Source: an optimization exercise on an open RTL-to-GDS flow (aim: small area). Production flows keep margins and buffers that such runs may drop. Only simulation tests tie the RTL to the original design; equivalence was not proved. Power is estimated from default activity; no workload was simulated.

## design.v

```verilog
module KFPS2KB_Shift_Register (
    input   logic           clock,
    input   logic           reset,
    input   logic           device_clock,
    input   logic           device_data,
    output  logic   [7:0]   register,
    output  logic           recieved_flag,
    output  logic           error_flag
);
    localparam logic [9:0] LFSR_OVER = 10'h164;
    logic           prev_device_clock;
    logic           device_clock_edge;
    logic           busy;
    logic   [9:0]   shift_register;
    logic   [9:0]   timer;
    logic   [1:0]   flag;
    logic   [1:0]   next_flag;
    logic           over;
    logic           timeout_cycle;
    logic           start;
    logic           stop_edge;
    logic           good;
    logic           next_busy;
    assign device_clock_edge = prev_device_clock & ~device_clock;
    assign flag          = busy ? 2'b00 : timer[1:0];
    assign over          = busy & (timer == LFSR_OVER);
    assign timeout_cycle = flag[1] & flag[0];
    assign start         = ~busy & ~timeout_cycle & device_clock_edge & ~device_data;
    assign stop_edge     = busy & shift_register[0] & device_clock_edge;
    assign good          = device_data & ^shift_register[9:1];
    assign register      = shift_register[8:1];
    assign recieved_flag = flag[0] & ~flag[1];
    assign error_flag    = flag[1];
    always_comb begin
        if (over) begin
            next_busy = 1'b0;
            next_flag = {1'b1, ~device_clock_edge};
        end
        else if (timeout_cycle) begin
            next_busy = 1'b0;
            next_flag = 2'b10;
        end
        else if (stop_edge) begin
            next_busy = 1'b0;
            next_flag = good ? 2'b01 : 2'b10;
        end
        else begin
            next_busy = busy | start;
            next_flag = 2'b00;
        end
    end
    always_ff @(negedge clock, posedge reset) begin
        if (reset) begin
            prev_device_clock <= 1'b0;
            busy              <= 1'b0;
        end
        else begin
            prev_device_clock <= device_clock;
            busy              <= next_busy;
        end
    end
    always_ff @(negedge clock, posedge reset) begin
        if (reset)
            shift_register <= 10'b0;
        else if (start)
            shift_register <= 10'b10_0000_0000;
        else if (busy & ~shift_register[0] & device_clock_edge)
            shift_register <= {device_data, shift_register[9:1]};
    end
    localparam logic [9:0] TIMER_INV = 10'b10_1010_1000;
    logic   [9:0]   timer_q;
    logic   [9:0]   next_timer;
    assign timer = timer_q ^ TIMER_INV;
    always_comb begin
        if (~next_busy)
            next_timer = {8'b0, next_flag};
        else if (busy & ~device_clock_edge)
            next_timer = {timer[8:0], ~(timer[9] ^ timer[6])};
        else
            next_timer = 10'b0;
    end
    always_ff @(negedge clock, posedge reset) begin
        if (reset)
            timer_q <= 10'b0;
        else
            timer_q <= next_timer ^ TIMER_INV;
    end
endmodule
module KFPS2KB #(
    parameter over_time = 16'd1000
) (
    input   logic           clock,
    input   logic           reset,
    input   logic           device_clock,
    input   logic           device_data,
    output  logic           irq,
    output  logic   [7:0]   keycode,
    input   logic           clear_keycode
);
    logic   [7:0]   register;
    logic           recieved_flag;
    logic           error_flag;
    logic           break_flag;
    KFPS2KB_Shift_Register u_Shift_Register (
        .clock          (clock),
        .reset          (reset),
        .device_clock   (device_clock),
        .device_data    (device_data),
        .register       (register),
        .recieved_flag  (recieved_flag),
        .error_flag     (error_flag)
    );
    logic   [7:0]   converted;
    KFPS2KB_Table u_Table (.code(register), .out(converted));
    logic is_break_code;
    assign is_break_code = (register == 8'hF0);
    assign irq = |keycode;
    always_ff @(negedge clock, posedge reset) begin
        if (reset) begin
            keycode     <= 8'h00;
            break_flag  <= 1'b0;
        end
        else if (clear_keycode) begin
            keycode     <= 8'h00;
            break_flag  <= 1'b0;
        end
        else if (error_flag | (recieved_flag & irq)) begin
            keycode     <= 8'hFF;
            break_flag  <= 1'b0;
        end
        else if (recieved_flag) begin
            break_flag  <= is_break_code;
            if (~is_break_code)
                keycode     <= converted | {break_flag, 7'h00};
        end
    end
endmodule
module KFPS2KB_Table (
    input   logic   [7:0]   code,
    output  logic   [7:0]   out
);
    logic new_n17;
    logic new_n18;
    logic new_n19;
    logic new_n20;
    logic new_n21;
    logic new_n22;
    logic new_n23;
    logic new_n24;
    logic new_n25;
    logic new_n26;
    logic new_n27;
    logic new_n28;
    logic new_n29;
    logic new_n30;
    logic new_n31;
    logic new_n32;
    logic new_n33;
    logic new_n34;
    logic new_n35;
    logic new_n36;
    logic new_n37;
    logic new_n38;
    logic new_n39;
    logic new_n40;
    logic new_n41;
    logic new_n42;
    logic new_n43;
    logic new_n44;
    logic new_n45;
    logic new_n46;
    logic new_n47;
    logic new_n48;
    logic new_n49;
    logic new_n50;
    logic new_n51;
    logic new_n52;
    logic new_n53;
    logic new_n54;
    logic new_n55;
    logic new_n56;
    logic new_n57;
    logic new_n58;
    logic new_n59;
    logic new_n60;
    logic new_n61;
    logic new_n62;
    logic new_n63;
    logic new_n64;
    logic new_n65;
    logic new_n66;
    logic new_n67;
    logic new_n68;
    logic new_n69;
    logic new_n70;
    logic new_n71;
    logic new_n72;
    logic new_n73;
    logic new_n74;
    logic new_n75;
    logic new_n76;
    logic new_n77;
    logic new_n78;
    logic new_n79;
    logic new_n80;
    logic new_n81;
    logic new_n82;
    logic new_n83;
    logic new_n84;
    logic new_n85;
    logic new_n86;
    logic new_n87;
    logic new_n88;
    logic new_n89;
    logic new_n90;
    logic new_n91;
    logic new_n92;
    logic new_n93;
    logic new_n94;
    logic new_n95;
    logic new_n96;
    logic new_n97;
    logic new_n98;
    logic new_n99;
    logic new_n100;
    logic new_n101;
    logic new_n102;
    logic new_n103;
    logic new_n104;
    logic new_n105;
    logic new_n106;
    logic new_n107;
    logic new_n108;
    logic new_n109;
    logic new_n110;
    logic new_n111;
    logic new_n112;
    logic new_n113;
    logic new_n114;
    logic new_n115;
    logic new_n116;
    logic new_n117;
    logic new_n118;
    logic new_n119;
    logic new_n120;
    logic new_n121;
    logic new_n122;
    logic new_n123;
    logic new_n124;
    logic new_n125;
    logic new_n126;
    logic new_n127;
    logic new_n128;
    logic new_n130;
    logic new_n131;
    logic new_n132;
    logic new_n133;
    logic new_n134;
    logic new_n135;
    logic new_n136;
    logic new_n137;
    logic new_n138;
    logic new_n139;
    logic new_n140;
    logic new_n141;
    logic new_n142;
    logic new_n143;
    logic new_n144;
    logic new_n145;
    logic new_n146;
    logic new_n147;
    logic new_n148;
    logic new_n149;
    logic new_n150;
    logic new_n151;
    logic new_n152;
    logic new_n153;
    logic new_n154;
    logic new_n155;
    logic new_n156;
    logic new_n157;
    logic new_n158;
    logic new_n159;
    logic new_n160;
    logic new_n161;
    logic new_n162;
    logic new_n163;
    logic new_n164;
    logic new_n165;
    logic new_n166;
    logic new_n167;
    logic new_n168;
    logic new_n169;
    logic new_n170;
    logic new_n171;
    logic new_n172;
    logic new_n173;
    logic new_n174;
    logic new_n175;
    logic new_n176;
    logic new_n177;
    logic new_n178;
    logic new_n179;
    logic new_n180;
    logic new_n181;
    logic new_n182;
    logic new_n183;
    logic new_n184;
    logic new_n185;
    logic new_n186;
    logic new_n187;
    logic new_n189;
    logic new_n190;
    logic new_n191;
    logic new_n192;
    logic new_n193;
    logic new_n194;
    logic new_n195;
    logic new_n196;
    logic new_n197;
    logic new_n198;
    logic new_n199;
    logic new_n200;
    logic new_n201;
    logic new_n202;
    logic new_n203;
    logic new_n204;
    logic new_n205;
    logic new_n206;
    logic new_n207;
    logic new_n208;
    logic new_n209;
    logic new_n210;
    logic new_n211;
    logic new_n212;
    logic new_n213;
    logic new_n214;
    logic new_n215;
    logic new_n216;
    logic new_n217;
    logic new_n218;
    logic new_n219;
    logic new_n220;
    logic new_n221;
    logic new_n223;
    logic new_n224;
    logic new_n225;
    logic new_n226;
    logic new_n227;
    logic new_n228;
    logic new_n229;
    logic new_n230;
    logic new_n231;
    logic new_n232;
    logic new_n233;
    logic new_n234;
    logic new_n235;
    logic new_n236;
    logic new_n237;
    logic new_n238;
    logic new_n239;
    logic new_n240;
    logic new_n241;
    logic new_n242;
    logic new_n243;
    logic new_n244;
    logic new_n245;
    logic new_n246;
    logic new_n247;
    logic new_n248;
    logic new_n249;
    logic new_n250;
    logic new_n251;
    logic new_n252;
    logic new_n253;
    logic new_n255;
    logic new_n256;
    logic new_n257;
    logic new_n259;
    logic new_n260;
    logic new_n261;
    logic new_n262;
    logic new_n263;
    logic new_n264;
    logic new_n265;
    logic new_n266;
    logic new_n267;
    logic new_n268;
    logic new_n269;
    logic new_n270;
    logic new_n271;
    logic new_n272;
    logic new_n273;
    logic new_n275;
    logic new_n276;
    logic new_n277;
    logic new_n278;
    logic new_n279;
    logic new_n280;
    logic new_n281;
    logic new_n282;
    logic new_n283;
    logic new_n284;
    logic new_n285;
    logic new_n286;
    logic new_n287;
    logic new_n288;
    logic new_n289;
    logic new_n290;
    logic new_n291;
    logic new_n292;
    logic new_n293;
    logic new_n294;
    logic new_n296;
    logic new_n297;
    logic new_n298;
    logic new_n299;
    logic new_n300;
    logic new_n301;
    logic new_n302;
    logic new_n303;
    logic new_n304;
    logic new_n305;
    logic new_n306;
    logic new_n307;
    logic new_n308;
    assign new_n17 = code[5] & code[6];
    assign new_n18 = code[1] & ~code[3];
    assign new_n19 = new_n17 & ~new_n18;
    assign new_n20 = ~code[1] & code[3];
    assign new_n21 = code[1] & code[4];
    assign new_n22 = ~code[5] & ~code[6];
    assign new_n23 = ~new_n21 & ~new_n22;
    assign new_n24 = ~new_n20 & new_n23;
    assign new_n25 = ~new_n19 & new_n24;
    assign new_n26 = code[2] & ~code[7];
    assign new_n27 = ~code[2] & ~code[6];
    assign new_n28 = ~code[4] & new_n27;
    assign new_n29 = ~new_n26 & ~new_n28;
    assign new_n30 = ~new_n25 & ~new_n29;
    assign new_n31 = code[3] & code[4];
    assign new_n32 = ~new_n17 & new_n31;
    assign new_n33 = ~code[2] & ~new_n32;
    assign new_n34 = ~code[3] & code[4];
    assign new_n35 = new_n17 & new_n34;
    assign new_n36 = ~code[4] & new_n20;
    assign new_n37 = ~code[7] & ~new_n36;
    assign new_n38 = ~new_n35 & new_n37;
    assign new_n39 = new_n33 & new_n38;
    assign new_n40 = ~new_n30 & ~new_n39;
    assign new_n41 = ~code[2] & ~code[5];
    assign new_n42 = code[1] & ~new_n41;
    assign new_n43 = code[3] & ~code[6];
    assign new_n44 = ~new_n42 & new_n43;
    assign new_n45 = ~new_n40 & ~new_n44;
    assign new_n46 = ~code[0] & ~new_n45;
    assign new_n47 = code[7] & ~new_n45;
    assign new_n48 = ~code[2] & code[6];
    assign new_n49 = code[1] & code[3];
    assign new_n50 = ~code[5] & ~new_n49;
    assign new_n51 = new_n48 & ~new_n50;
    assign new_n52 = code[1] & ~code[4];
    assign new_n53 = code[3] & new_n17;
    assign new_n54 = new_n52 & new_n53;
    assign new_n55 = ~new_n51 & ~new_n54;
    assign new_n56 = ~code[0] & new_n55;
    assign new_n57 = code[0] & code[6];
    assign new_n58 = ~code[3] & ~code[6];
    assign new_n59 = code[4] & ~new_n58;
    assign new_n60 = ~new_n57 & ~new_n59;
    assign new_n61 = ~code[1] & ~new_n60;
    assign new_n62 = ~code[3] & ~code[4];
    assign new_n63 = ~new_n31 & ~new_n62;
    assign new_n64 = ~code[0] & ~code[6];
    assign new_n65 = ~new_n18 & new_n64;
    assign new_n66 = ~new_n63 & new_n65;
    assign new_n67 = ~new_n61 & ~new_n66;
    assign new_n68 = code[2] & code[4];
    assign new_n69 = code[5] & ~new_n68;
    assign new_n70 = ~new_n67 & new_n69;
    assign new_n71 = ~new_n48 & ~new_n70;
    assign new_n72 = new_n55 & ~new_n71;
    assign new_n73 = ~new_n17 & ~new_n22;
    assign new_n74 = new_n36 & new_n73;
    assign new_n75 = new_n18 & new_n22;
    assign new_n76 = code[0] & ~new_n75;
    assign new_n77 = ~new_n74 & new_n76;
    assign new_n78 = ~new_n72 & new_n77;
    assign new_n79 = ~new_n56 & ~new_n78;
    assign new_n80 = ~code[6] & new_n31;
    assign new_n81 = code[6] & ~new_n31;
    assign new_n82 = ~code[1] & ~new_n81;
    assign new_n83 = ~new_n80 & new_n82;
    assign new_n84 = ~code[1] & new_n27;
    assign new_n85 = ~new_n19 & ~new_n84;
    assign new_n86 = ~new_n83 & ~new_n85;
    assign new_n87 = ~code[0] & ~code[1];
    assign new_n88 = ~new_n17 & ~new_n87;
    assign new_n89 = new_n33 & ~new_n88;
    assign new_n90 = code[0] & code[1];
    assign new_n91 = code[2] & new_n90;
    assign new_n92 = ~new_n89 & ~new_n91;
    assign new_n93 = ~new_n86 & new_n92;
    assign new_n94 = ~new_n79 & new_n93;
    assign new_n95 = code[6] & new_n31;
    assign new_n96 = new_n79 & ~new_n93;
    assign new_n97 = new_n95 & ~new_n96;
    assign new_n98 = ~new_n94 & new_n97;
    assign new_n99 = ~code[7] & new_n83;
    assign new_n100 = code[2] & code[5];
    assign new_n101 = ~code[7] & ~new_n100;
    assign new_n102 = ~code[1] & ~new_n101;
    assign new_n103 = ~new_n99 & new_n102;
    assign new_n104 = ~code[2] & code[5];
    assign new_n105 = ~new_n63 & new_n104;
    assign new_n106 = code[3] & ~code[4];
    assign new_n107 = new_n41 & new_n106;
    assign new_n108 = ~new_n105 & ~new_n107;
    assign new_n109 = ~new_n103 & new_n108;
    assign new_n110 = code[0] & ~new_n109;
    assign new_n111 = code[2] & ~code[5];
    assign new_n112 = ~code[1] & new_n58;
    assign new_n113 = ~code[1] & ~code[3];
    assign new_n114 = code[0] & ~code[6];
    assign new_n115 = ~new_n113 & ~new_n114;
    assign new_n116 = code[2] & ~new_n115;
    assign new_n117 = ~new_n112 & new_n116;
    assign new_n118 = ~new_n111 & ~new_n117;
    assign new_n119 = new_n18 & ~new_n118;
    assign new_n120 = ~code[5] & new_n114;
    assign new_n121 = code[1] & ~code[2];
    assign new_n122 = ~new_n114 & new_n121;
    assign new_n123 = ~new_n120 & ~new_n122;
    assign new_n124 = new_n34 & ~new_n123;
    assign new_n125 = ~new_n119 & ~new_n124;
    assign new_n126 = ~new_n110 & new_n125;
    assign new_n127 = ~new_n98 & new_n126;
    assign new_n128 = ~new_n47 & ~new_n127;
    assign out[0] = ~new_n46 & ~new_n128;
    assign new_n130 = ~code[4] & code[5];
    assign new_n131 = ~code[6] & new_n130;
    assign new_n132 = new_n20 & ~new_n95;
    assign new_n133 = ~new_n131 & new_n132;
    assign new_n134 = new_n34 & new_n73;
    assign new_n135 = ~new_n53 & ~new_n134;
    assign new_n136 = ~new_n133 & new_n135;
    assign new_n137 = ~code[0] & ~new_n136;
    assign new_n138 = new_n36 & new_n114;
    assign new_n139 = new_n57 & new_n130;
    assign new_n140 = ~new_n138 & ~new_n139;
    assign new_n141 = ~new_n137 & new_n140;
    assign new_n142 = code[2] & ~new_n141;
    assign new_n143 = code[0] & ~code[5];
    assign new_n144 = ~new_n42 & new_n143;
    assign new_n145 = ~code[1] & ~code[2];
    assign new_n146 = ~code[0] & code[5];
    assign new_n147 = new_n145 & ~new_n146;
    assign new_n148 = ~new_n144 & ~new_n147;
    assign new_n149 = ~new_n62 & ~new_n95;
    assign new_n150 = ~new_n148 & ~new_n149;
    assign new_n151 = ~new_n70 & ~new_n150;
    assign new_n152 = ~new_n142 & new_n151;
    assign new_n153 = ~code[7] & ~new_n152;
    assign new_n154 = code[2] & ~code[6];
    assign new_n155 = ~new_n48 & ~new_n154;
    assign new_n156 = ~code[5] & ~new_n155;
    assign new_n157 = code[6] & new_n106;
    assign new_n158 = ~code[4] & ~new_n58;
    assign new_n159 = ~new_n157 & new_n158;
    assign new_n160 = ~new_n156 & new_n159;
    assign new_n161 = ~code[7] & ~new_n160;
    assign new_n162 = ~code[0] & ~new_n161;
    assign new_n163 = code[5] & new_n34;
    assign new_n164 = ~new_n68 & ~new_n163;
    assign new_n165 = code[5] & ~new_n114;
    assign new_n166 = ~new_n164 & ~new_n165;
    assign new_n167 = code[0] & code[3];
    assign new_n168 = new_n48 & new_n167;
    assign new_n169 = ~new_n166 & ~new_n168;
    assign new_n170 = ~new_n162 & new_n169;
    assign new_n171 = ~new_n47 & new_n170;
    assign new_n172 = ~code[1] & ~new_n171;
    assign new_n173 = ~new_n87 & ~new_n90;
    assign new_n174 = code[3] & new_n173;
    assign new_n175 = ~new_n52 & ~new_n174;
    assign new_n176 = new_n41 & ~new_n175;
    assign new_n177 = new_n20 & new_n104;
    assign new_n178 = ~code[0] & ~new_n145;
    assign new_n179 = ~code[1] & code[5];
    assign new_n180 = new_n34 & ~new_n179;
    assign new_n181 = ~new_n178 & new_n180;
    assign new_n182 = ~new_n177 & ~new_n181;
    assign new_n183 = ~new_n176 & new_n182;
    assign new_n184 = ~code[2] & new_n22;
    assign new_n185 = new_n183 & new_n184;
    assign new_n186 = new_n171 & ~new_n185;
    assign new_n187 = ~new_n172 & ~new_n186;
    assign out[1] = new_n153 | new_n187;
    assign new_n189 = ~code[2] & code[7];
    assign new_n190 = new_n113 & new_n130;
    assign new_n191 = ~code[2] & ~new_n190;
    assign new_n192 = ~new_n20 & new_n173;
    assign new_n193 = code[5] & ~new_n192;
    assign new_n194 = code[6] & new_n63;
    assign new_n195 = new_n193 & new_n194;
    assign new_n196 = code[5] & new_n88;
    assign new_n197 = ~new_n174 & new_n196;
    assign new_n198 = new_n22 & new_n62;
    assign new_n199 = ~code[0] & new_n198;
    assign new_n200 = code[3] & new_n87;
    assign new_n201 = new_n26 & ~new_n200;
    assign new_n202 = ~new_n199 & new_n201;
    assign new_n203 = ~new_n197 & new_n202;
    assign new_n204 = ~new_n195 & new_n203;
    assign new_n205 = ~new_n98 & new_n204;
    assign new_n206 = ~new_n191 & ~new_n205;
    assign new_n207 = ~new_n36 & ~new_n87;
    assign new_n208 = new_n22 & ~new_n207;
    assign new_n209 = ~code[0] & new_n106;
    assign new_n210 = new_n183 & ~new_n209;
    assign new_n211 = code[6] & ~new_n210;
    assign new_n212 = ~code[3] & new_n143;
    assign new_n213 = ~new_n146 & ~new_n212;
    assign new_n214 = new_n52 & ~new_n213;
    assign new_n215 = code[1] & new_n80;
    assign new_n216 = new_n213 & new_n215;
    assign new_n217 = ~new_n214 & ~new_n216;
    assign new_n218 = ~new_n111 & ~new_n217;
    assign new_n219 = ~new_n211 & ~new_n218;
    assign new_n220 = ~new_n208 & new_n219;
    assign new_n221 = ~new_n206 & new_n220;
    assign out[2] = ~new_n189 & ~new_n221;
    assign new_n223 = ~new_n27 & ~new_n68;
    assign new_n224 = ~new_n219 & ~new_n223;
    assign new_n225 = ~new_n62 & new_n155;
    assign new_n226 = new_n87 & ~new_n225;
    assign new_n227 = ~code[2] & ~new_n34;
    assign new_n228 = ~new_n68 & new_n173;
    assign new_n229 = ~new_n227 & new_n228;
    assign new_n230 = ~code[5] & ~new_n229;
    assign new_n231 = ~new_n226 & new_n230;
    assign new_n232 = ~new_n224 & new_n231;
    assign new_n233 = ~code[4] & new_n173;
    assign new_n234 = new_n196 & ~new_n233;
    assign new_n235 = ~new_n70 & ~new_n234;
    assign new_n236 = ~code[3] & ~new_n235;
    assign new_n237 = code[6] & ~new_n106;
    assign new_n238 = new_n146 & new_n237;
    assign new_n239 = new_n101 & ~new_n238;
    assign new_n240 = ~new_n234 & ~new_n239;
    assign new_n241 = new_n234 & new_n239;
    assign new_n242 = ~new_n240 & ~new_n241;
    assign new_n243 = ~new_n236 & new_n242;
    assign new_n244 = ~new_n232 & new_n243;
    assign new_n245 = new_n21 & new_n41;
    assign new_n246 = ~code[7] & ~new_n245;
    assign new_n247 = code[3] & ~new_n246;
    assign new_n248 = ~code[6] & ~new_n90;
    assign new_n249 = code[1] & code[6];
    assign new_n250 = ~new_n130 & new_n249;
    assign new_n251 = ~new_n248 & ~new_n250;
    assign new_n252 = new_n201 & new_n251;
    assign new_n253 = ~new_n247 & ~new_n252;
    assign out[3] = new_n244 | ~new_n253;
    assign new_n255 = ~code[4] & code[7];
    assign new_n256 = new_n62 & new_n64;
    assign new_n257 = ~code[7] & ~new_n256;
    assign out[7] = ~new_n186 & ~new_n257;
    assign new_n259 = ~code[3] & new_n139;
    assign new_n260 = new_n87 & ~new_n157;
    assign new_n261 = ~new_n163 & new_n260;
    assign new_n262 = ~new_n81 & new_n90;
    assign new_n263 = ~new_n198 & ~new_n262;
    assign new_n264 = ~new_n261 & new_n263;
    assign new_n265 = ~new_n27 & ~new_n89;
    assign new_n266 = ~new_n264 & new_n265;
    assign new_n267 = ~new_n259 & ~new_n266;
    assign new_n268 = ~new_n79 & new_n267;
    assign new_n269 = ~out[7] & new_n268;
    assign new_n270 = ~new_n255 & ~new_n269;
    assign new_n271 = ~new_n104 & ~new_n114;
    assign new_n272 = code[4] & ~new_n271;
    assign new_n273 = ~new_n193 & new_n272;
    assign out[4] = new_n270 | new_n273;
    assign new_n275 = new_n48 & ~new_n217;
    assign new_n276 = new_n155 & new_n233;
    assign new_n277 = new_n49 & new_n114;
    assign new_n278 = ~code[6] & new_n68;
    assign new_n279 = ~code[7] & ~new_n278;
    assign new_n280 = ~new_n277 & new_n279;
    assign new_n281 = ~new_n117 & new_n280;
    assign new_n282 = ~new_n276 & new_n281;
    assign new_n283 = ~new_n275 & new_n282;
    assign new_n284 = ~code[5] & ~new_n283;
    assign new_n285 = ~code[6] & ~new_n34;
    assign new_n286 = new_n87 & ~new_n285;
    assign new_n287 = ~new_n194 & new_n286;
    assign new_n288 = new_n100 & ~new_n139;
    assign new_n289 = ~new_n54 & new_n288;
    assign new_n290 = ~new_n287 & new_n289;
    assign new_n291 = new_n51 & ~new_n209;
    assign new_n292 = ~new_n25 & new_n291;
    assign new_n293 = ~new_n290 & ~new_n292;
    assign new_n294 = ~code[7] & ~new_n293;
    assign out[5] = ~new_n284 & ~new_n294;
    assign new_n296 = code[3] & new_n79;
    assign new_n297 = ~new_n79 & ~new_n95;
    assign new_n298 = new_n152 & ~new_n297;
    assign new_n299 = ~new_n296 & new_n298;
    assign new_n300 = code[6] & ~new_n34;
    assign new_n301 = code[4] & ~new_n249;
    assign new_n302 = ~new_n300 & ~new_n301;
    assign new_n303 = new_n232 & new_n302;
    assign new_n304 = ~code[7] & new_n93;
    assign new_n305 = ~new_n303 & new_n304;
    assign new_n306 = ~new_n299 & new_n305;
    assign new_n307 = ~code[6] & code[7];
    assign new_n308 = ~new_n186 & new_n307;
    assign out[6] = ~new_n306 & ~new_n308;
endmodule
```

## constraint.sdc

```tcl
create_clock -name core_clock -period 10.0 [get_ports {clock}]
set_input_delay 2.0000 -clock core_clock [delete_from_list [all_inputs] [get_ports {clock}]]
set_output_delay 2.0000 -clock core_clock [all_outputs]
set_load 0.01 [all_outputs]
```

## config.mk

```make
export PLATFORM = sky130hd
export DESIGN_NAME = KFPS2KB
export DESIGN_NICKNAME = KFPS2KB
export VERILOG_FILES = /design/flow/design.v
export SDC_FILE = /design/flow/constraint.sdc
export NUM_CORES = 4
export LEC_CHECK = 0
export CAP_MARGIN = 20
export CORE_MARGIN = 2
export CORE_UTILIZATION = 40
export SLEW_MARGIN = 20
```

## flow/area.abc

```
strash
&get -n
&deepsyn -T 60
&put
dch -f
amap
topo
dnsize -c
```

## standard.sh

```bash
#!/bin/bash
# synth_recipe.tcl (not shown) runs the flow's synth.tcl, then flattens the netlist and writes it again
# the make line also repeats each setting of config.mk as NAME=value (left out here)
make -C /OpenROAD-flow-scripts/flow DESIGN_CONFIG=/design/flow/config.mk WORK_HOME=/design/flow/orfs CLKGATE_MAP_FILE= SYNTH_SCRIPT=/design/flow/synth_recipe.tcl "${@:-finish}"
```

## flow/run.sh

```bash
#!/bin/bash
# Layout flow: the standard ORFS flow with an area-oriented synthesis
# (no half/full-adder extraction, area-oriented ABC mapping), port buffers
# of the smallest buffer cell, and a clock tree without dummy loads.
set -euo pipefail
WD=$(pwd)
FD=$WD/flow
mkdir -p $WD/myflow
# synthesis script: the standard flow's, with ORFS's synth.tcl replaced by a copy that
# skips the adder extraction and runs ABC with flow/area.abc
sed "s#source \$::env(SCRIPTS_DIR)/synth.tcl#source $WD/myflow/synth_core.tcl#" synth_recipe.tcl > $WD/myflow/my_synth.tcl
grep -q "myflow/synth_core.tcl" $WD/myflow/my_synth.tcl
python3 - "$FLOW_HOME/scripts/synth.tcl" "$WD/myflow/synth_core.tcl" "$FD/area.abc" <<'P'
import sys
s = open(sys.argv[1]).read()
a = s.index('# Technology mapping of adders')
b = s.index('# Technology mapping of latches')
s = s[:a] + s[b:]
old = "  log_cmd abc {*}$abc_args\n"
assert old in s
s = s.replace(old, "  log_cmd abc -script %s {*}[lrange $abc_args 2 end]\n" % sys.argv[3])
open(sys.argv[2], 'w').write(s)
P
bash standard.sh \
  SYNTH_SCRIPT=$WD/myflow/my_synth.tcl \
  "BUFFER_PORTS_ARGS=-buffer_cell sky130_fd_sc_hd__buf_1" \
  "CTS_ARGS=-sink_clustering_enable -repair_clock_nets -dont_use_dummy_load -buf_list sky130_fd_sc_hd__clkbuf_4 -root_buf sky130_fd_sc_hd__clkbuf_4 -sink_clustering_size 12 -sink_clustering_max_diameter 200" \
  finish > $WD/flow_make.log 2>&1
```

==> run notes, run 1 <==
status=timing/DRC/antenna clean; commonest non-fill, non-tap cell in the layout=nor2_1; Filler cells=566; height of the die=slightly below 80 um; Post-CTS Resized=0; Starting Density=41.5%; unrepaired setup endpoints after global routing=false; async set or reset register ratio after synthesis=100%; Area Growth Syn to Fin=8.20%; sequential share of the synthesized area=36.6%; clock latency at the later pin of the worst-skew pair=about 0.33 ns; CORE AREA=a little over 5000 um^2; most common flop cell mapped by yosys=dfrtn_1; Die X=around 77 um; gpl congestion=between 0.9 and 1; setup violators final=0; synthesized area per cell=between 7 and 8 um^2; final hold violation count=0; CP arrival=3.38 ns; Slew HR=a little over a third; global-route wire length before repair=roughly 11,000 um; Setup TNS=0 ns; maximum vdd drop=approximately 130 uV; crit path kind=input port to flop; I/O pin count=14; DR vias=between 2,000 and 2,500; PD cells=~350 nW/um^2; top cell type's share of synthesized area=between 30% and 40%; final core occ=about 45%; DRT iter0 DRCs=about 600; Post-Syn Area=roughly 2100 um^2; vias in the first global route=about 2,300; H-Tree Depth=2; die footprint=between 5000 and 6000 um^2; post-CTS setup buffers=0; Max-Cap Viols=0; most frequent cells in the layout=nor2_1, dfrtn_1, clkinv_1, nand2_1; Clock transition at path regs=about 0.070 ns; CP Capture Type=flop; top post-synthesis cells by area=dfrtn_1, nor2_1, clkinv_1; number of detailed-route iterations in the first pass=6; Worst Skew=0.0228 ns; final wirelength=6880 um; Reg-to-Reg Start=u_Shift_Register.shift_register[6]; Slew @ Worst Pin=just under 1 ns; port bufs=13; clk root buf=clkbuf_4; Residual DRC=0; clock sinks=31; Worst setup startpoint=device_clock; detailed placer's ending HPWL=roughly 5000 um; Hold WC Path Type=flop to flop; CTS tree=built; CP max stage cell=o21ai_0; vias per cell=~6.3; Mapped Cells=between 200 and 300; CP max FO=10; Max Slew Vio Count=0; largest net degree at the start of global routing=32; grt total ovfl=0; initial antenna violation count=0; Synthesis Warnings=2; hold path startpoint=u_Shift_Register.timer_q[4]; Synth cell types=31; cts bufs inserted=5; # diodes=0; critical path cell sequence=buf_1, nor2b_1, nand2_1, nor2_1, clkinv_1, o21ai_0, o22ai_1; #FFs+latches synth=31; Top delay family on crit path=compound AO/OA/AOI/OAI gates; Worst setup SP type=input port; WP buf/inv=2; Post-synth EDFFs=0; Std-Cell Rows=26; CP peak stage delay=roughly 0.43 ns; syn nets=~300; LEAKAGE=around 0.84 nW; Hold Buf Count CTS=0; Max clock buf depth=2; WP data required=about 5 ns; area leader, netlist=dfrtn_1; fraction of layout instances using a drive strength above 1=1.90%; post-route ant nets=0; post-DR wirelength/cell=17.9 um; GRT Total Usage=between 20% and 30%; nets=322
cell usage after synthesis, types with 2 or more instances:
cell type,n
a2111oi_0,3
a211o_1,2
a211oi_1,4
a21oi_1,20
a311oi_1,2
a31oi_1,8
a32oi_1,2
clkinv_1,29
dfrtn_1,31
nand2_1,23
nand3_1,9
nor2_1,82
nor3_1,16
nor4_1,5
o2111ai_1,2
o21a_1,4
o21ai_0,20
o221a_1,5
o221ai_1,3
o22a_1,3
o22ai_1,11
o31ai_1,2
or3_1,3
cells by family (layout without fill, tap and decap cells):
family | Yosys count | in the layout | synth area share (%)
and+or+nand+nor | 142 | 142 | 28.3
buffers and inverters | 29 | 47 | 5.13
AOI/OAI and AO/OA | 95 | 95 | 30.0
DFF | 31 | 31 | 36.6
metrics by stage:
step	power [mW]	worst slack, ns	instance area [um^2]	instances	hold WS, ns
6_report	0.813	1.74	2290	385	0.309
5_1_grt	0.881	1.49	2290	385	0.341
4_1_cts	0.794	1.73	2290	385	0.301
3_5_place_dp	0.731	1.37	2260	380	0.323
3_3_place_gp	0.746	1.42	2260	380	0.338
2_1_floorplan	0.581	1.74	2120	297	0.292
flip-flops by register name, summed over array words and instances, names as in the netlist:
name and count:
u_Shift_Register.busy 1, u_Shift_Register.prev_device_clock 1, break_flag 1, keycode 8
u_Shift_Register.timer_q 10, u_Shift_Register.shift_register 10
area by class of cell:
class,count,area (um^2),share of cell area (%)
flip-flops and latches,31,776,33.8
repair buffers,13,48.8,2.13
well taps,70,87.6,3.82
inverters,29,109,4.74
clock buffers,5,37.5,1.64
multi-input cells,237,1240,53.9
where the power goes:
group          internal [mW]  switching [mW]
clock                 0.0234          0.0375
combinational          0.170           0.351
sequential             0.164          0.0674
total                  0.358           0.455
routing by layer:
layer	GRT usage (%)	up-vias	routed length, um	part of all wire, %
met1	33.5	1079	2900	42
met3	3.88	39	663	9.6
met4	13.8	0	323	4.7
met5	0	-	0	0
li1	-	1132	-	-
met2	35.9	190	2990	43
final timing paths:
kind                                                      end  slack [ns]  cells past startpoint
min in group asynchronous         u_Shift_Register.timer_q[3]        6.60                      2
max                        u_Shift_Register.shift_register[4]        1.74                      7
min reg2reg                       u_Shift_Register.timer_q[5]        0.31                      1
max reg2reg                                        keycode[4]        6.16                     13
max in group asynchronous         u_Shift_Register.timer_q[2]        2.94                      2
min                               u_Shift_Register.timer_q[5]        0.31                      1
==> run 2, diff against run 1 <==
==> flow/run.sh (replaced) <==
#!/bin/bash
# Layout flow: the standard ORFS flow with an area-oriented synthesis
# (no half/full-adder extraction; the combinational logic is optimised by
# ABC with several scripts, flow/abc_*.abc, and the smallest netlist is
# kept), port buffers of the smallest buffer cell, and a clock tree of
# clkbuf_4 cells without dummy loads.
set -euo pipefail
WD=$(pwd)
FD=$WD/flow
M=$WD/myflow
mkdir -p $M
# synthesis script: the standard flow's, with ORFS's synth.tcl replaced by a copy that
# skips the adder extraction and runs ABC with the script in $MY_ABC_SCRIPT
sed "s#source \$::env(SCRIPTS_DIR)/synth.tcl#source $M/synth_core.tcl#" synth_recipe.tcl > $M/my_synth.tcl
grep -q "myflow/synth_core.tcl" $M/my_synth.tcl
python3 - "$FLOW_HOME/scripts/synth.tcl" "$M/synth_core.tcl" <<'P'
import sys
s = open(sys.argv[1]).read()
a = s.index('# Technology mapping of adders')
b = s.index('# Technology mapping of latches')
s = s[:a] + s[b:]
old = "  log_cmd abc {*}$abc_args\n"
assert old in s
s = s.replace(old, "  log_cmd abc -script $::env(MY_ABC_SCRIPT) {*}[lrange $abc_args 2 end]\n")
open(sys.argv[2], 'w').write(s)
P
ARGS=(
  SYNTH_SCRIPT=$M/my_synth.tcl
  "BUFFER_PORTS_ARGS=-buffer_cell sky130_fd_sc_hd__buf_1"
  "CTS_ARGS=-sink_clustering_enable -repair_clock_nets -dont_use_dummy_load -buf_list sky130_fd_sc_hd__clkbuf_4 -root_buf sky130_fd_sc_hd__clkbuf_4"
)
R=$WD/orfs/results/sky130hd/KFPS2KB/base
REP=$WD/orfs/reports/sky130hd/KFPS2KB/base
LOG=$WD/orfs/logs/sky130hd/KFPS2KB/base
best=""
bestarea=""
for f in $FD/abc_*.abc; do
  n=$(basename $f .abc)
  rm -f $R/1_2_yosys.v $R/1_synth.odb $R/1_synth.sdc
  MY_ABC_SCRIPT=$f bash standard.sh "${ARGS[@]}" synth > $WD/synth_$n.log 2>&1
  mkdir -p $M/$n
  cp $R/1_2_yosys.v $REP/synth_stat.txt $LOG/1_2_yosys.log $M/$n/
  area=$(grep -m1 "Chip area for module" $M/$n/synth_stat.txt | awk '{print $NF}')
  echo "$n $area" >> $WD/synth_areas.log
  if [[ -z "$best" ]] || python3 -c "import sys; sys.exit(0 if float('$area') < float('$bestarea') else 1)"; then
    best=$n; bestarea=$area
  fi
done
echo "kept $best $bestarea" >> $WD/synth_areas.log
rm -f $R/1_synth.odb $R/1_synth.sdc
cp $M/$best/1_2_yosys.v $R/1_2_yosys.v
cp $M/$best/synth_stat.txt $REP/synth_stat.txt
MY_ABC_SCRIPT=$FD/$best.abc bash standard.sh "${ARGS[@]}" finish > $WD/flow_make.log 2>&1
==> flow/abc_a.abc (new file) <==
strash
dch -f
amap
topo
dnsize -c
==> flow/abc_d1.abc (new file) <==
strash
&get -n
&deepsyn -T 60 -S 1
&put
dch -f
amap
topo
dnsize -c
==> flow/abc_d2.abc (new file) <==
strash
&get -n
&deepsyn -T 60 -S 2
&put
dch -f
amap
topo
dnsize -c
==> flow/abc_d3.abc (new file) <==
strash
&get -n
&deepsyn -T 60 -S 3
&put
dch -f
amap
topo
dnsize -c
==> flow/abc_d4.abc (new file) <==
strash
&get -n
&deepsyn -T 60 -S 4
&put
dch -f
amap
topo
dnsize -c
removed: flow/area.abc
==> run 2 against run 1 <==
Against the previous run: still clean; register-to-register slack got worse by 0.47 ns; cell area rose by 1.4%; combinational power rose by 2%; routed wire length rose by 7.0%; utilization rose by 0.32 points; highest routed layer unchanged.
==> run notes, run 2 <==
Post-Syn Area=2150 um^2 (was 2120 um^2); # diodes=0 (unchanged); status=timing/DRC/antenna clean (unchanged); maximum vdd drop=118 uV (was 131 uV); GRT Total Usage=25.5% (was 24.2%); height of the die=77.4 um (was 76.8 um); Max Slew Vio Count=0 (unchanged); CORE AREA=5140 um^2 (was 5110 um^2); most common flop cell mapped by yosys=dfrtn_1 (unchanged); clk root buf=clkbuf_4 (unchanged); initial antenna violation count=0 (unchanged); synth cell count leaders=nor2_1, clkinv_1, dfrtn_1, o21ai_0, a21oi_1 (was nor2_1, dfrtn_1, clkinv_1, nand2_1); Reg-to-Reg Start=u_Shift_Register.shift_register[3] (was u_Shift_Register.shift_register[6]); async set or reset register ratio after synthesis=100% (unchanged); Hold WC Path Type=flop to flop (unchanged); #FFs+latches synth=31 (unchanged); most common cell in the netlist=nor2_1 (unchanged); CP peak stage delay=0.36 ns (was 0.43 ns); Max clock buf depth=2 (unchanged); hold depth=1 (unchanged); WP data required=8.00 ns (was 5.12 ns); vias per cell=6.39 (was 6.34); clock sinks=31 (unchanged); sequential share of the synthesized area=36.0% (was 36.6%); Setup TNS=0 ns (unchanged); clock latency at the later pin of the worst-skew pair=0.32 ns (was 0.33 ns); Residual DRC=0 (unchanged); DR vias=2,531 (was 2,440); worst slack, placed=1.44 ns (was 1.37 ns); final core occ=45.3% (was 44.9%); DRT iter0 DRCs=424 (was 598); worst setup margin=1.68 ns (was 1.74 ns); PD cells=355 nW/um^2 (was 354 nW/um^2); CP max stage cell=dfrtn_1 (was o21ai_0); die footprint=5980 um^2 (was 5900 um^2); final wirelength=7360 um (was 6880 um); cts bufs inserted=5 (unchanged); syn nets=313 (was 302); H-Tree Depth=2 (unchanged); critical path cell sequence=nor4_1, nand3_1, buf_1 (was buf_1, nor2b_1, nand2_1, nor2_1, clkinv_1, o21ai_0, o22ai_1); Post-synth EDFFs=0 (unchanged); gpl congestion=0.988 (was 0.983); grt total ovfl=0 (unchanged); r2r endpoint=keycode[2] (was keycode[4]); Mapped Cells=308 (was 297); Std-Cell Rows=26 (unchanged); CTS tree=built (unchanged); Slew @ Worst Pin=0.939 ns (was 0.969 ns); Area Growth Syn to Fin=8.08% (was 8.20%); XOR/XNOR share of the synthesized area=0% (unchanged); area leader, netlist=dfrtn_1 (unchanged); hold endpoint=u_Shift_Register.timer_q[5] (unchanged); Worst setup SP type=flop (was input port); Worst Skew=0.0160 ns (was 0.0228 ns); compound-cell area share of the yosys netlist=28.7% (was 30.0%); fraction of layout instances using a drive strength above 1=1.84% (was 1.90%); port bufs=13 (unchanged); Max-Cap Viols=0 (unchanged); Synth cell types=36 (was 31); Clock transition at path regs=0.06 ns (was 0.07 ns); FF-to-FF path depth=11 (was 13); Slew HR=35.8% (was 34.7%); CP max FO=3 (was 10); Die X=77.4 um (was 76.8 um); I/O pin count=14 (unchanged); largest family of logic cells by synthesized area=simple AND/OR/NAND/NOR gates (was compound AO/OA/AOI/OAI gates); detailed placer's ending HPWL=5410 um (was 5050 um); Starting Density=41.9% (was 41.5%); crit path kind=flop to output pin (was input port to flop); post-CTS setup buffers=0 (unchanged); post-route ant nets=0 (unchanged); Synthesis Warnings=2 (unchanged); commonest non-fill, non-tap cell in the layout=nor2_1 (unchanged); flop2flop setup slack=5.69 ns (was 6.16 ns); post-DR wirelength/cell=18.6 um (was 17.9 um); global-route wire length before repair=12,000 um (was 11,400 um); mux contribution to synthesized area=0% (unchanged); simple-gate share of the synthesized area=29.0% (was 28.3%); number of detailed-route iterations in the first pass=5 (was 6); LEAKAGE=0.862 nW (was 0.840 nW); CP Capture Type=output pin (was flop); hold path startpoint=u_Shift_Register.timer_q[4] (unchanged); Hold Buf Count CTS=0 (unchanged); largest net degree at the start of global routing=32 (unchanged); most frequent cells in the layout=nor2_1, clkinv_1, dfrtn_1, o21ai_0, a21oi_1 (was nor2_1, dfrtn_1, clkinv_1, nand2_1); Regs by FF count=u_Shift_Register.shift_register x10, u_Shift_Register.timer_q x10, keycode x8 (unchanged); top post-synthesis cells by area=dfrtn_1, nor2_1, clkinv_1 (unchanged); final hold violation count=0 (unchanged); vias in the first global route=2,342 (was 2,322); setup violators final=0 (unchanged); unrepaired setup endpoints after global routing=false (unchanged); Post-CTS Resized=0 (unchanged); CP arrival=6.32 ns (was 3.38 ns); nets=333 (was 322); synthesized area per cell=6.99 um^2 (was 7.14 um^2); adder-cell share of the synthesized area=0% (unchanged); top cell type's share of synthesized area=36.0% (was 36.6%)
[run 2: routing by layer]
metal,vias up,global-route usage [%],routed length [um]
met5,-,0,0
met4,0,10.2,314
met3,41,6.74,740
met2,171,38.4,3220
met1,1160,35.0,3080
li1,1159,-,-
[run 2: cells by family after synthesis]
logic type,Yosys count
and+or+nand+nor,145
AOI/OAI and AO/OA,96
buffers and inverters,36
DFF,31
[run 2: worst max-delay path by stage]
stage,depth (start not counted),from,to
after CTS,3,keycode[1],irq
after global placement,6,device_clock,u_Shift_Register.shift_register[8]
final,3,keycode[1],irq
after floorplan,5,device_clock,u_Shift_Register.shift_register[1]
after detailed placement,6,device_clock,u_Shift_Register.shift_register[3]
after global routing,3,keycode[1],irq
[run 2: through the flow]
| step | area [um^2] | std cells | total power, mW | hold slack, ns |
|---|---|---|---|---|
| 3_3_place_gp | 2290 | 391 | 0.755 | 0.324 |
| 3_5_place_dp | 2290 | 391 | 0.740 | 0.314 |
| 5_1_grt | 2330 | 396 | 0.894 | 0.343 |
| 2_1_floorplan | 2150 | 308 | 0.583 | 0.292 |
| 6_report | 2330 | 396 | 0.826 | 0.308 |
| 4_1_cts | 2330 | 396 | 0.803 | 0.310 |
[run 2: power breakdown]
group | switching [mW] | internal, mW
clock | 0.0370 | 0.0234
sequential | 0.0706 | 0.163
combinational | 0.364 | 0.167
[run 2: area by class of cell]
type	count	area (um^2)
clock buffer	5	37.5
fill	543	2810
inverter	36	135
multi-input combinational	241	1240
sequential	31	776
tap	70	87.6
timing repair buffer	13	48.8
[run 2: critical path: cells and delay by family (launching register included)]
| family | cells | cell delay [ns] |
|---|---|---|
| buffers and inverters | 1 | 0.15 |
| AND/OR/NAND/NOR | 2 | 0.50 |
| flip-flops | 1 | 0.36 |
==> run 3, diff against run 2 <==
--- a/flow/run.sh
+++ b/flow/run.sh
@@ -2,7 +2,7 @@
 # Layout flow: the standard ORFS flow with an area-oriented synthesis
 # (no half/full-adder extraction; the combinational logic is optimised by
-# ABC with several scripts, flow/abc_*.abc, and the smallest netlist is
-# kept), port buffers of the smallest buffer cell, and a clock tree of
-# clkbuf_4 cells without dummy loads.
+# ABC with the scripts flow/abc_*.abc, run side by side, and the smallest
+# netlist is kept), port buffers of the smallest buffer cell, and a clock
+# tree of clkbuf_4 cells without dummy loads.
 set -euo pipefail
 WD=$(pwd)
@@ -30,16 +30,19 @@
   "CTS_ARGS=-sink_clustering_enable -repair_clock_nets -dont_use_dummy_load -buf_list sky130_fd_sc_hd__clkbuf_4 -root_buf sky130_fd_sc_hd__clkbuf_4"
 )
-R=$WD/orfs/results/sky130hd/KFPS2KB/base
-REP=$WD/orfs/reports/sky130hd/KFPS2KB/base
-LOG=$WD/orfs/logs/sky130hd/KFPS2KB/base
+# candidate syntheses, each in a work area of its own
+pids=()
+for f in $FD/abc_*.abc; do
+  n=$(basename $f .abc)
+  sed "s#WORK_HOME=$WD/orfs #WORK_HOME=$M/$n #" standard.sh > $M/standard_$n.sh
+  grep -q "WORK_HOME=$M/$n " $M/standard_$n.sh
+  MY_ABC_SCRIPT=$f bash $M/standard_$n.sh "${ARGS[@]}" synth > $WD/synth_$n.log 2>&1 &
+  pids+=($!)
+done
+for p in "${pids[@]}"; do wait $p; done
 best=""
 bestarea=""
 for f in $FD/abc_*.abc; do
   n=$(basename $f .abc)
-  rm -f $R/1_2_yosys.v $R/1_synth.odb $R/1_synth.sdc
-  MY_ABC_SCRIPT=$f bash standard.sh "${ARGS[@]}" synth > $WD/synth_$n.log 2>&1
-  mkdir -p $M/$n
-  cp $R/1_2_yosys.v $REP/synth_stat.txt $LOG/1_2_yosys.log $M/$n/
-  area=$(grep -m1 "Chip area for module" $M/$n/synth_stat.txt | awk '{print $NF}')
+  area=$(grep -m1 "Chip area for module" $M/$n/reports/sky130hd/KFPS2KB/base/synth_stat.txt | awk '{print $NF}')
   echo "$n $area" >> $WD/synth_areas.log
   if [[ -z "$best" ]] || python3 -c "import sys; sys.exit(0 if float('$area') < float('$bestarea') else 1)"; then
@@ -48,6 +51,5 @@
 done
 echo "kept $best $bestarea" >> $WD/synth_areas.log
-rm -f $R/1_synth.odb $R/1_synth.sdc
-cp $M/$best/1_2_yosys.v $R/1_2_yosys.v
-cp $M/$best/synth_stat.txt $REP/synth_stat.txt
+mkdir -p $WD/orfs
+cp -rp $M/$best/results $M/$best/reports $M/$best/logs $M/$best/objects $WD/orfs/
 MY_ABC_SCRIPT=$FD/$best.abc bash standard.sh "${ARGS[@]}" finish > $WD/flow_make.log 2>&1
==> flow/abc_d1.abc (replaced) <==
strash
&get -n
&deepsyn -T 120 -S 1
&put
dch -f
amap
topo
dnsize -c
==> flow/abc_d2.abc (replaced) <==
strash
&get -n
&deepsyn -T 120 -S 2
&put
dch -f
amap
topo
dnsize -c
==> flow/abc_d3.abc (replaced) <==
strash
&get -n
&deepsyn -T 120 -S 3
&put
dch -f
amap
topo
dnsize -c
removed: flow/abc_d4.abc
==> run 3 against run 2 <==
Against the previous run: clock power about the same; critical path type unchanged; clock skew decreased by 0.0059 ns; cell count shrank 3.5%; count of clock-buffer cells in the layout unchanged.
==> run notes, run 3 <==
#FFs+latches synth=31 (unchanged); Total Power=0.897 mW (was 0.826 mW); post-DR wirelength/cell=18.0 um (was 18.6 um); Residual DRC=0 (unchanged); GRT Total Usage=23.9% (was 25.5%); hold path startpoint=u_Shift_Register.timer_q[4] (unchanged); Mapped Cells=294 (was 308); CP max FO=3 (unchanged); # diodes=0 (unchanged); P_int=0.380 mW (was 0.354 mW); cts bufs inserted=5 (unchanged); crit path kind=flop to output pin (unchanged); compound-cell area share of the yosys netlist=31.6% (was 28.7%); Hold WC Path Type=flop to flop (unchanged); share of total power in combinational logic=65.9% (was 64.3%); final hold violation count=0 (unchanged); r2r endpoint=keycode[2] (unchanged); most frequent cells in the layout=nor2_1, clkinv_1, dfrtn_1, nand2_1, a21oi_1 (was nor2_1, clkinv_1, dfrtn_1, o21ai_0, a21oi_1); Worst Skew=0.0100 ns (was 0.0160 ns); Sw Share=57.7% (was 57.1%); final wirelength=6860 um (was 7360 um); gpl congestion=1.09 (was 0.988); WP buf/inv=1 (unchanged); switching pwr=0.518 mW (was 0.472 mW); routing usage on met3=6.71% (was 6.74%); LEAKAGE=0.857 nW (was 0.862 nW); global-route wire length before repair=11,200 um (was 12,000 um); Reg-to-Reg Start=u_Shift_Register.shift_register[4] (was u_Shift_Register.shift_register[3]); hold slack=0.318 ns (was 0.308 ns); CP Capture Type=output pin (unchanged); simple-gate share of the synthesized area=25.7% (was 29.0%); PD cells=390 nW/um^2 (was 355 nW/um^2); area leader, netlist=dfrtn_1 (unchanged); syn nets=299 (was 313); DRT iter0 DRCs=490 (was 424); synth cell count leaders=nor2_1, clkinv_1, dfrtn_1, nand2_1, a21oi_1 (was nor2_1, clkinv_1, dfrtn_1, o21ai_0, a21oi_1); Hold Buf Count CTS=0 (unchanged); fraction of layout instances using a drive strength above 1=1.92% (was 1.84%); top post-synthesis cells by area=dfrtn_1, nor2_1, clkinv_1 (unchanged); adder-cell share of the synthesized area=0% (unchanged); synthesized area per cell=7.24 um^2 (was 6.99 um^2); vias in the first global route=2,309 (was 2,342); GRT met1 Usage=32.3% (was 35.0%); sequential group share of total power=27.4% (was 28.3%); XOR/XNOR share of the synthesized area=0.412% (was 0%); critical path cell sequence=nor3_1, nand4_1, buf_1 (was nor4_1, nand3_1, buf_1); nets=319 (was 333); hold endpoint=u_Shift_Register.timer_q[5] (unchanged); CORE AREA=5110 um^2 (was 5140 um^2); Max clock buf depth=2 (unchanged); Clk pwr share=6.7% (was 7.3%); Starting Density=41.7% (was 41.9%); number of detailed-route iterations in the first pass=5 (unchanged); placed cell area=2260 um^2 (was 2290 um^2); most common cell in the netlist=nor2_1 (unchanged); clk root buf=clkbuf_4 (unchanged); largest family of logic cells by synthesized area=compound AO/OA/AOI/OAI gates (was simple AND/OR/NAND/NOR gates); Synthesis Warnings=2 (unchanged); grt total ovfl=0 (unchanged); commonest non-fill, non-tap cell in the layout=nor2_1 (unchanged); Slew @ Worst Pin=0.693 ns (was 0.939 ns); post-CTS setup buffers=0 (unchanged); largest net degree at the start of global routing=32 (unchanged); WP data required=8.00 ns (about the same); DR vias=2,439 (was 2,531); Area Growth Syn to Fin=8.17% (was 8.08%); CP peak stage delay=0.37 ns (was 0.36 ns); final core occ=45.1% (was 45.3%); vias per cell=6.38 (was 6.39); port bufs=13 (unchanged); met2 Use GR=34.7% (was 38.4%); Synth cell types=35 (was 36); Worst setup SP type=flop (unchanged); clock sinks=31 (unchanged); height of the die=76.9 um (was 77.4 um); clock latency at the later pin of the worst-skew pair=0.31 ns (was 0.32 ns); post-route ant nets=0 (unchanged); Max-Cap Viols=0 (unchanged); critical path depth in cells=3 (unchanged); detailed placer's ending HPWL=5010 um (was 5410 um); mux contribution to synthesized area=0% (unchanged); flop2flop setup slack=5.98 ns (was 5.69 ns); FF-to-FF path depth=12 (was 11); async set or reset register ratio after synthesis=100% (unchanged); I/O pin count=14 (unchanged); H-Tree Depth=2 (unchanged); maximum vdd drop=154 uV (was 118 uV); CP max stage cell=dfrtn_1 (unchanged); Die X=76.9 um (was 77.4 um); initial antenna violation count=0 (unchanged); Max Slew Vio Count=0 (unchanged); status=timing/DRC/antenna clean (unchanged); hold depth=1 (unchanged); Regs by FF count=u_Shift_Register.shift_register x10, u_Shift_Register.timer_q x10, keycode x8 (unchanged); Top Usage Layer GRT=met2 (unchanged); post-route cell area=2300 um^2 (was 2330 um^2); Post-CTS Resized=0 (unchanged); Post-Syn Area=2130 um^2 (was 2150 um^2); sequential share of the synthesized area=36.4% (was 36.0%); Slew HR=53.6% (was 35.8%); Std-Cell Rows=26 (unchanged); die footprint=5920 um^2 (was 5980 um^2); Setup TNS=0 ns (unchanged); Top delay family on crit path=flip-flops (was simple AND/OR/NAND/NOR gates); top cell type's share of synthesized area=36.4% (was 36.0%); CP arrival=6.16 ns (was 6.32 ns); setup violators final=0 (unchanged); unrepaired setup endpoints after global routing=false (unchanged); most common flop cell mapped by yosys=dfrtn_1 (unchanged); Post-synth EDFFs=0 (unchanged); Clock transition at path regs=0.07 ns (was 0.06 ns); CTS tree=built (unchanged)
## run 3: worst reg2reg max path, stage by stage (launching register included)
cell	delay [ns]
dfrtn_1	0.75
clkinv_1	0.48
nor2_1	0.40
nor2_1	0.15
or3_1	0.45
o32a_1	0.31
o221ai_1	0.44
clkinv_1	0.17
a221oi_1	0.37
nor4_1	0.09
nor2_1	0.11
nor3_1	0.07
a211oi_1	0.22
## run 3: layer usage
layer	wire length, um	share of wire [%]	vias up
li1	-	-	1121
met3	744	11	49
met2	2940	43	197
met5	0	0	-
met4	381	5.6	0
met1	2800	41	1072
## run 3: cell families (layout without fill, tap and decap cells)
group	count (synthesis)	in the layout
buffers and inverters	33	51
AOI/OAI and AO/OA	98	98
xor gates and xnor gates	1	1
and+or+nand+nor	131	131
DFF	31	31
## run 3: worst max-delay path by stage
stage | startpoint | to | slack, ns
after floorplan | device_clock | u_Shift_Register.shift_register[1] | 1.89
after global placement | device_clock | u_Shift_Register.shift_register[8] | 1.63
after detailed placement | device_clock | u_Shift_Register.shift_register[2] | 1.59
after CTS | keycode[0] | irq | 1.82
after global routing | device_clock | u_Shift_Register.shift_register[6] | 1.67
final | keycode[0] | irq | 1.84
## run 3: through the flow
step / instances / worst slack [ns]
after floorplan: 294 / 1.89
after detailed placement: 377 / 1.59
after global routing: 382 / 1.67
after global placement: 377 / 1.63
after CTS: 382 / 1.82
final: 382 / 1.84
## run 3: layout make-up
| cell class | instances | area (um^2) |
|---|---|---|
| sequential | 31 | 776 |
| clock buffer | 5 | 37.5 |
| tap | 70 | 87.6 |
| timing repair buffer | 13 | 48.8 |
| fill | 537 | 2810 |
| inverter | 33 | 124 |
| multi-input combinational | 230 | 1230 |
## run 3: power by group through the flow
stage | Sequential [mW] | Combinational (mW) | Clock (mW)
after floorplan | 0.226 | 0.413 | 0
after global placement | 0.247 | 0.584 | 0
after detailed placement | 0.244 | 0.570 | 0
after CTS | 0.241 | 0.573 | 0.0632
after global routing | 0.252 | 0.643 | 0.0704
final | 0.246 | 0.591 | 0.0604
==> run 4, diff against run 3 <==
--- a/flow/run.sh
+++ b/flow/run.sh
@@ -2,5 +2,5 @@
 # Layout flow: the standard ORFS flow with an area-oriented synthesis
 # (no half/full-adder extraction; the combinational logic is optimised by
-# ABC with the scripts flow/abc_*.abc, run side by side, and the smallest
+# ABC with the scripts flow/abc_*.abc, run four at a time, and the smallest
 # netlist is kept), port buffers of the smallest buffer cell, and a clock
 # tree of clkbuf_4 cells without dummy loads.
@@ -30,5 +30,4 @@
   "CTS_ARGS=-sink_clustering_enable -repair_clock_nets -dont_use_dummy_load -buf_list sky130_fd_sc_hd__clkbuf_4 -root_buf sky130_fd_sc_hd__clkbuf_4"
 )
-# candidate syntheses, each in a work area of its own
 pids=()
 for f in $FD/abc_*.abc; do
@@ -38,4 +37,8 @@
   MY_ABC_SCRIPT=$f bash $M/standard_$n.sh "${ARGS[@]}" synth > $WD/synth_$n.log 2>&1 &
   pids+=($!)
+  if [[ ${#pids[@]} -ge 4 ]]; then
+    for p in "${pids[@]}"; do wait $p; done
+    pids=()
+  fi
 done
 for p in "${pids[@]}"; do wait $p; done
==> flow/abc_a.abc (replaced) <==
strash
dch -f
amap
strash
dch -f
amap
topo
dnsize -c
==> flow/abc_d1.abc (replaced) <==
strash
&get -n
&deepsyn -T 120 -S 1
&put
dch -f
amap
strash
dch -f
amap
topo
dnsize -c
==> flow/abc_d2.abc (replaced) <==
strash
&get -n
&deepsyn -T 120 -S 2
&put
dch -f
amap
strash
dch -f
amap
topo
dnsize -c
==> flow/abc_d3.abc (replaced) <==
strash
&get -n
&deepsyn -T 120 -S 3
&put
dch -f
amap
strash
dch -f
amap
topo
dnsize -c
==> flow/abc_d4.abc (new file) <==
strash
&get -n
&deepsyn -T 120 -S 4
&put
dch -f
amap
strash
dch -f
amap
topo
dnsize -c
==> flow/abc_d5.abc (new file) <==
strash
&get -n
&deepsyn -T 120 -S 5
&put
dch -f
amap
strash
dch -f
amap
topo
dnsize -c
==> flow/abc_d6.abc (new file) <==
strash
&get -n
&deepsyn -T 120 -S 6
&put
dch -f
amap
strash
dch -f
amap
topo
dnsize -c
==> flow/abc_d7.abc (new file) <==
strash
&get -n
&deepsyn -T 120 -S 7
&put
dch -f
amap
strash
dch -f
amap
topo
dnsize -c
==> run 4 against run 3 <==
Against the previous run: combinational power is 1% lower; count of clock-buffer cells in the layout stayed put; utilization shrank 0.22 points; critical path depth increased by 3; critical path type is now input port to flop; highest routed layer unchanged.
==> run notes, run 4 <==
status=timing/DRC/antenna clean (unchanged); H-Tree Depth=2 (unchanged); XOR/XNOR share of the synthesized area=0.414% (was 0.412%); CORE AREA=5110 um^2 (unchanged); Starting Density=41.5% (was 41.7%); # diodes=0 (unchanged); Worst Skew=0.0222 ns (was 0.0100 ns); Max clock buf depth=2 (unchanged); async set or reset register ratio after synthesis=100% (unchanged); syn nets=306 (was 299); sequential share of the synthesized area=36.6% (was 36.4%); adder-cell share of the synthesized area=0% (unchanged); commonest non-fill, non-tap cell in the layout=nor2_1 (unchanged); setup violators final=0 (unchanged); top post-synthesis cells by area=dfrtn_1, nor2_1, nor3_1 (was dfrtn_1, nor2_1, clkinv_1); Regs by FF count=u_Shift_Register.shift_register x10, u_Shift_Register.timer_q x10, keycode x8 (unchanged); Slew HR=50.0% (was 53.6%); most common flop cell mapped by yosys=dfrtn_1 (unchanged); Reg-to-Reg Start=u_Shift_Register.shift_register[4] (unchanged); synthesized area per cell=7.03 um^2 (was 7.24 um^2); detailed placer's ending HPWL=5060 um (was 5010 um); number of detailed-route iterations in the first pass=5 (unchanged); largest family of logic cells by synthesized area=simple AND/OR/NAND/NOR gates (was compound AO/OA/AOI/OAI gates); final hold violation count=0 (unchanged); clock latency at the later pin of the worst-skew pair=0.32 ns (was 0.31 ns); vias per cell=6.33 (was 6.38); Max-Cap Viols=0 (unchanged); nets=326 (was 319); Clock transition at path regs=0.07 ns (about the same); grt total ovfl=0 (unchanged); PD cells=388 nW/um^2 (was 390 nW/um^2); Worst setup SP type=input port (was flop); Worst setup startpoint=device_clock (was keycode[0]); unrepaired setup endpoints after global routing=false (unchanged); crit path kind=input port to flop (was flop to output pin); area leader, netlist=dfrtn_1 (unchanged); gpl congestion=0.960 (was 1.09); CTS tree=built (unchanged); Synth cell types=37 (was 35); most common cell in the netlist=nor2_1 (unchanged); vias in the first global route=2,294 (was 2,309); mux contribution to synthesized area=0% (unchanged); global-route wire length before repair=11,500 um (was 11,200 um); CP max FO=10 (was 3); post-DR wirelength/cell=17.6 um (was 18.0 um); die footprint=5890 um^2 (was 5920 um^2); Setup TNS=0 ns (unchanged); top cell type's share of synthesized area=36.6% (was 36.4%); hold path startpoint=u_Shift_Register.timer_q[4] (unchanged); final core occ=44.9% (was 45.1%); CP arrival=3.50 ns (was 6.16 ns); Max Slew Vio Count=0 (unchanged); Mapped Cells=301 (was 294); largest net degree at the start of global routing=32 (unchanged); maximum vdd drop=157 uV (was 154 uV); post-CTS setup buffers=0 (unchanged); clock sinks=31 (unchanged); hold slack=0.321 ns (was 0.318 ns); clk root buf=clkbuf_4 (unchanged); LEAKAGE=0.868 nW (was 0.857 nW); port bufs=13 (unchanged); I/O pin count=14 (unchanged); DR vias=2,463 (was 2,439); simple-gate share of the synthesized area=33.0% (was 25.7%); Area Growth Syn to Fin=8.22% (was 8.17%); Hold Buf Count CTS=0 (unchanged); Post-CTS Resized=0 (unchanged); initial antenna violation count=0 (unchanged); Post-Syn Area=2120 um^2 (was 2130 um^2); Synthesis Warnings=2 (unchanged); compound-cell area share of the yosys netlist=25.2% (was 31.6%); Hold WC Path Type=flop to flop (unchanged); Slew @ Worst Pin=0.746 ns (was 0.693 ns); post-route ant nets=0 (unchanged); fraction of layout instances using a drive strength above 1=1.88% (was 1.92%); DRT iter0 DRCs=469 (was 490); cts bufs inserted=5 (unchanged); Post-synth EDFFs=0 (unchanged); most frequent cells in the layout=nor2_1, dfrtn_1, nand2_1, clkinv_1, nor3_1 (was nor2_1, clkinv_1, dfrtn_1, nand2_1, a21oi_1); height of the die=76.8 um (was 76.9 um); #FFs+latches synth=31 (unchanged); GRT Total Usage=24.4% (was 23.9%); CP Capture Type=flop (was output pin); Std-Cell Rows=26 (unchanged); synth cell count leaders=nor2_1, dfrtn_1, nand2_1, clkinv_1, nor3_1 (was nor2_1, clkinv_1, dfrtn_1, nand2_1, a21oi_1); Residual DRC=0 (unchanged); WP data required=5.15 ns (was 8.00 ns); final wirelength=6850 um (was 6860 um); Die X=76.8 um (was 76.9 um)
==> run 4: cell count changes after synthesis, moves of 3 or more <==
cell / delta
clkinv_1: -6
nor2_1: +7
nor3_1: +11
o21a_1: -4
nand3_1: +3
a21oi_1: -8
o221a_1: -4
o31ai_1: -3
o21ai_0: +8
==> run 4: cell type report <==
cell class              instances  area (um^2)
inverters                      27          101
well taps                      70         87.6
clock buffers                   5         37.5
multi-input cells             243         1240
flip-flops and latches         31          776
repair buffers                 13         48.8
fillers                       554         2820
==> run 4: kinds of logic after synthesis <==
| logic type | after synthesis |
|---|---|
| compound gates | 81 |
| simple gates | 161 |
| buf+inv | 27 |
| xor+xnor | 1 |
| flops | 31 |
==> run 4: worst max-delay path, stage by stage <==
cell,delay [ns]
buf_1,0.08
nor2b_1,0.27
clkinv_1,0.11
a2111oi_0,0.38
or2_0,0.52
o22ai_1,0.15
==> run 4: final timing paths <==
check	endpoint	slack, ns	cells after the start
worst max-delay path	u_Shift_Register.shift_register[6]	1.65	6
worst min-delay path	u_Shift_Register.timer_q[5]	0.32	1
worst max register to register	keycode[3]	6.10	15
worst min register to register	u_Shift_Register.timer_q[5]	0.32	1
max in group asynchronous	u_Shift_Register.timer_q[1]	2.95	2
min in group asynchronous	u_Shift_Register.shift_register[4]	6.60	2
==> run 4: metal layers <==
metal  vias up  share of wire (%)  global-route usage, %
li1       1136                  -                      -
met1      1116                 40                   31.9
met2       170                 43                   36.6
met3        41                 11                   7.53
met4         0                5.5                   11.8
met5         -                  0                      0
==> run 4: report_power, final <==
part	switching (mW)	internal (mW)
clock network	0.0351	0.0234
logic	0.390	0.193
registers	0.0787	0.170
==> run 4: through the flow <==
step                std cells  power, mW  worst slack (ns)  area, um^2
floorplan                 301      0.639              1.67        2120
global placement          384      0.826              1.40        2250
detailed placement        384      0.813              1.30        2250
CTS                       389      0.874              1.65        2290
global route              389      0.974              1.41        2290
finish                    389      0.890              1.65        2290
